Source: an optimization exercise on an open RTL-to-GDS flow (aim: small area, a short achievable clock period and few clock cycles). Production flows keep margins and buffers that such runs may drop.
No functional check of the RTL was part of any run shown here.
Power is estimated from default activity; no workload was simulated.

## flow/design.v (module list and top-level ports; edited modules follow where they fit)
// module fp_mult: 1532 lines
// module fa_cell: 6 lines
// module ha_cell: 6 lines
module fp_mult(A, B, clk, reset, C, done, flow);
  // ...
==> flow/flow/run.sh <==
#!/bin/bash
set -o pipefail
export BUFFER_PORTS_ARGS="-buffer_cell sky130_fd_sc_hd__buf_4"
bash standard.sh > standard.log 2>&1
==> flow/standard.sh <==
#!/bin/bash
# synth_recipe.tcl (not shown) runs the flow's synth.tcl, then flattens the netlist and writes it again
# the make line also repeats each setting of config.mk as NAME=value (left out here)
make -C /OpenROAD-flow-scripts/flow DESIGN_CONFIG=/design/flow/config.mk WORK_HOME=/design/flow/orfs CLKGATE_MAP_FILE= SYNTH_SCRIPT=/design/flow/synth_recipe.tcl "${@:-finish}"
==> flow/config.mk <==
export PLATFORM = sky130hd
export DESIGN_NAME = fp_mult
export DESIGN_NICKNAME = fp_mult
export VERILOG_FILES = /design/flow/design.v
export SDC_FILE = /design/flow/constraint.sdc
export NUM_CORES = 4
export LEC_CHECK = 0
export ABC_AREA = 1
export CAP_MARGIN = 20
export CORE_MARGIN = 2
export CORE_UTILIZATION = 40
export SLEW_MARGIN = 20
export SYNTH_HIERARCHICAL = 1
==> flow/constraint.sdc <==
create_clock -name core_clock -period 5.0 [get_ports {clk}]
set_input_delay 1.0000 -clock core_clock [delete_from_list [all_inputs] [get_ports {clk}]]
set_output_delay 1.0000 -clock core_clock [all_outputs]
set_load 0.01 [all_outputs]
==> impl_results.md, run 1 <==
- Worst path buffer plus inverter count: 5
- Multi-input gates: ~1600
- Status: complete, no violations
- Finished layout cell area: approximately 0.021 mm²
- Sequential power share: 10.7%
- First-pass GRT wire length: 92100 µm
- Met3 WL: ~4400 µm
- CP Class: reg2out
- Setup tns final: 0 ns
- Fmax: 0.203 GHz
- Die Wd: 219 µm
- Gpl congestion: a little under 1
- Hold Path Origin: B[23]
- CTS tree: built
- Port bufs: a little under 100
- Critical Path Start Type: flip-flop
- Post-synth EDFFs: 91
- Largest family of logic cells by synthesized area: adder cells
- Mux share of post-synthesis cell area: 0.434%
- Hold path depth: 2
- Yosys top cell by area: fa_1
- Filler cells: ~4500
- Post-synthesis register bit count: 91
- Final core utilization: between 40% and 50%
- Delay-heaviest family, CP: simple AND/OR/NAND/NOR gates
- CTS Buffer Depth: 2
- Placed inst area: between 0.015 and 0.02 mm²
- Post-Syn Area per Cell: 8.71 µm²
==> run 2, diff against run 1 <==
--- a/flow/design.v
+++ b/flow/design.v
@@ -1286,19 +1286,22 @@
     wire G968 = g926 | (p927 & G966);
     wire P969 = 1'b0;
     wire G970 = g930 | (p931 & g928);
     wire P971 = p931 & p929;
     reg [81:0] r_m;           
     reg [8:0] r_esum;
     reg r_sign;
     reg r_done;
+    wire [81:0] m_next;
+    hold_mux #(.W(82)) u_hold (.load(reset), .q(r_m), .d({s564, c545, s544, c525, s524, s522, s506, c489, s488, c473, s472, c457, s456, c443, s442, c429, s428, s426, P971, G970, P969, G968, s906, c905, c901, s904, s900, c897, c891, s896, s890, c885, c877, s884, s876, c869, s868, c859, c849, s858, s848, c839, c829, s838, c827, s828, c817, s816, c805, s814, s804, c791, c777, s790, c775, s776, c761, c745, s760, c743, s744, c727, c709, s726, c707, s708, c689, s688, c669, s686, s668, c647, s646, c625, c605, s624, c603, c585, s604, c583, s584, c565}), .y(m_next));
+    always @(posedge clk)
+        r_m <= m_next;
     always @(posedge clk) begin
         if (reset) begin
-            r_m <= {s564, c545, s544, c525, s524, s522, s506, c489, s488, c473, s472, c457, s456, c443, s442, c429, s428, s426, P971, G970, P969, G968, s906, c905, c901, s904, s900, c897, c891, s896, s890, c885, c877, s884, s876, c869, s868, c859, c849, s858, s848, c839, c829, s838, c827, s828, c817, s816, c805, s814, s804, c791, c777, s790, c775, s776, c761, c745, s760, c743, s744, c727, c709, s726, c707, s708, c689, s688, c669, s686, s668, c647, s646, c625, c605, s624, c603, c585, s604, c583, s584, c565};
             r_esum <= {1'b0, A[30:23]} + {1'b0, B[30:23]};
             r_sign <= A[31] ^ B[31];
             r_done <= 1'b1;
         end
     end
     wire s972, c973;
     ha_cell u_s972 (.a(r_m[0]), .b(r_m[1]), .s(s972), .co(c973));
     wire s974, c975;
@@ -1537,8 +1540,15 @@
     assign co = (a & b) | (a & c) | (b & c);
 endmodule
 module ha_cell(a, b, s, co);
     input a, b;
     output s, co;
     assign s = a ^ b;
     assign co = a & b;
 endmodule
+module hold_mux(load, q, d, y);
+    parameter W = 1;
+    input load;
+    input [W-1:0] q, d;
+    output [W-1:0] y;
+    assign y = load ? d : q;
+endmodule
==> run 2 against run 1 <==
Effect of this change:
- worst setup slack improved by 0.11 ns
- sequential cell count did not move
- first-iteration DRC count shrank 16%
- non-clock buffer count decreased by 3
- maximum frequency rose by 2.4%
- via count rose by 5.0%
- sequential share of layout area fell by 3.9 points
- critical path type unchanged
- highest routed layer unchanged
==> impl_results.md, run 2 <==
- Slew Limit Headroom: roughly 53%
- Dpl ws: 0.157 ns
- Worst setup EP type: primary output
- DP HPWL: between 50000 and 60000 µm
- Critical Path Fanout Max: 16
- Biggest regs: r_m x81, r_esum x9, r_sign x1
- Via-to-Cell Ratio: 5.46
- Layout area overhead: 10.3%
- CTS Buffer Depth: 2 (unchanged)
- Mapped cell area: around 0.019 mm²
- Syn Nets: ~2800
- Top reg by flops: r_m
- First-pass GRT wire length: 92600 µm (+0.54%)
- Starting DRT DRC Count: ~1300
- Num CTS Buffers: 9
- Wire per inst: 19.9 µm
- Placed inst area: 0.0201 mm² (+0.49%)
- GR Util All Layers: between 20% and 30%
- Final hold vios: 0
- Hold path depth: 2 (unchanged)
- Commonest non-fill, non-tap cells in the layout: nand2_1, o22ai_1, fa_1
- Port bufs: 99 (unchanged)
- Initial core utilization: slightly above 40%
- Largest net degree at the start of global routing: roughly 60
- M1 wire length: between 20000 and 30000 µm
- Layout cells sized above 1: 11.3%
- Synthesis warning total: 7
- Met3 WL: 4890 µm (+11%)
- Final WS setup: around 0.2 ns
- Max rail drop VDD: approximately 0.00063 V
- CTS root buffer: clkbuf_16
- Post-Route WL: 60100 µm
- Min Hold Slack: 0.452 ns
- Die Wd: 220 µm (+0.51%)
- Total number of vias: 16500
- DR DRC count: 0
- Max cap viols: 0
- CTS Sinks: 91
- Nets: around 2900
- CTS tree: built
- Hold Path Class: reg2reg
- Max FFs per register: 81
- Clock skew: 0 ns
- Initial antenna violation count: 1
- Filler cells: 4635 (+3.1%)
- Max Slew Vio Count: 0
- FP Rows: 79
- Pwr dens: between 600 and 700 mW/mm²
- Top Layer Used: met5
- Worst R2R Setup Slack: 4.34 ns
- Total gr overflow: 0
- ANT cells: 0
- Status: complete, no violations
- Worst-path clk slew: approximately 0.06 ns
- Worst reg2reg path depth: 2
- Core area: 0.0463 mm²
- Setup Viol. Count Final: 0
- Syn Inst Count: 2367
- Gpl congestion: 1.03 (+4.6%)
- Top Ports: just over 100
- Worst EP arrival: approximately 3.8 ns
- Die Y: around 220 µm
- Post-Syn Area per Cell: 7.88 µm² (-9.5%)
- RSZ-0062 raised after global routing: true
- Fmax: 0.208 GHz (+2.4%)
- Fin crit share: a little over nine tenths
- Met2 routed WL: around 26000 µm
- WP data required: ~4.0 ns
- Vias in the first global route: 16100
- Critical Path Start Type: flip-flop
- Lkg Pwr: between 9 and 10 nW
- DRT Pass-1 Iters: 5
- H-tree depth: 3
- Total die area: between 0.04 and 0.05 mm²
- Worst slew pin tran: 0.692 ns
- Most common cell after layout, fill and taps aside: nand2_1
- Final ANT Viol Nets: 0
- Tot Pwr: roughly 14 mW
- Final worst path period need: 4.81 ns
- CP Class: reg2out
- Finished layout cell area: 0.0206 mm² (-0.45%)
- Clock Latency Late Sink: 0.36 ns
## run 2: worst max-delay path, cell delays in order (launching register included)
cell     delay [ns]
dfxtp_2        0.33
fa_1           0.56
ha_1           0.15
inv_1          0.05
fa_2           0.36
inv_1          0.07
nand2_1        0.06
nand2_2        0.07
nand3_2        0.08
nand2_4        0.10
nand2_4        0.06
nand2_8        0.08
nand2_4        0.07
nand2_1        0.07
nand2_2        0.09
nand2_8        0.14
nand2_1        0.08
nand3_1        0.13
nand2_2        0.10
inv_2          0.09
nand4_4        0.09
buf_12         0.18
o21ai_0        0.23
buf_4          0.18
## run 2: path summary, 6_finish.rpt
check | start | endpoint
setup reg to reg | r_m[21] | r_m[21]
setup / recovery | r_m[3] | C[0]
hold reg to reg | r_m[56] | r_m[56]
hold / removal | r_m[56] | r_m[56]
## run 2: area by class of cell
type,instances,area (µm²),area share [%]
timing repair buffer,193,1520,7.41
clock inverter,5,82.6,0.401
clock buffer,11,253,1.23
multi-input combinational,1864,15100,73.4
sequential,91,1920,9.35
tap,607,759,3.69
inverter,248,931,4.52
## run 2: stage by stage
stage	util, %	TNS, ns	instances
2_1_floorplan	-	0	2367
3_3_place_gp	43.4	0	2991
3_5_place_dp	43.4	0	2991
4_1_cts	44.2	0	3011
5_1_grt	44.5	-0.0407	3019
6_report	44.5	0	3019
## run 2: repair_timing
item / CTS / global route
pin swaps: 2 / 9
setup buffers: 4 / 8
resized for setup: 5 / 17
hold buffers: 0 / 0
endpoints found under the setup margin: 28 / 32
gates cloned: 0 / 0
## run 2: power by group
| group | switching (mW) | total (mW) | internal, mW | leakage, nW |
|---|---|---|---|---|
| combinational | 7.08 | 12.0 | 4.94 | 8.48 |
| sequential | 0.220 | 1.32 | 1.10 | 0.777 |
| clock | 0.309 | 0.776 | 0.467 | 0.163 |
## run 2: per-layer routing
metal	GRT usage, %	vias to the layer above
met2	39.0	656
met4	11.6	2
met3	6.25	128
li1	-	7842
met1	33.2	7856
met5	0	-

-- afterwards: timing with drivers on the ports --
In the flow no input, the clock included, has a driving cell. The finished layouts below were timed again as built, in two steps.
Step 1 sets driving cells, clkbuf_16 on the clock port and buf_2 on the other inputs (assumed; they add their load-dependent delay and slew).
Step 2 adds t to the input delays and takes it off the output delays; t is the mean of the earliest and latest rising clock arrival at the registers after step 1. Input paths then give back, and output paths get back, about the clock's delay inside the block.
Slacks: ideal / step 1 / step 2; pairs: ideal / step 1.
run | shift t [ns] | setup slack, ns | latest minus earliest clock arrival (ns) | cell pins on the clock port's net
run 1 | 0.420 | 0.080 / 0.027 / 0.006 | 0.014 / 0.014 | 1
run 2 | 0.420 | 0.194 / 0.140 / 0.118 | 0.015 / 0.016 | 1
After both steps setup and hold are still met in every run listed. For run 2, which loses most, drivers alone change the setup slack by -0.054 ns; drivers and shift together by -0.076 ns.
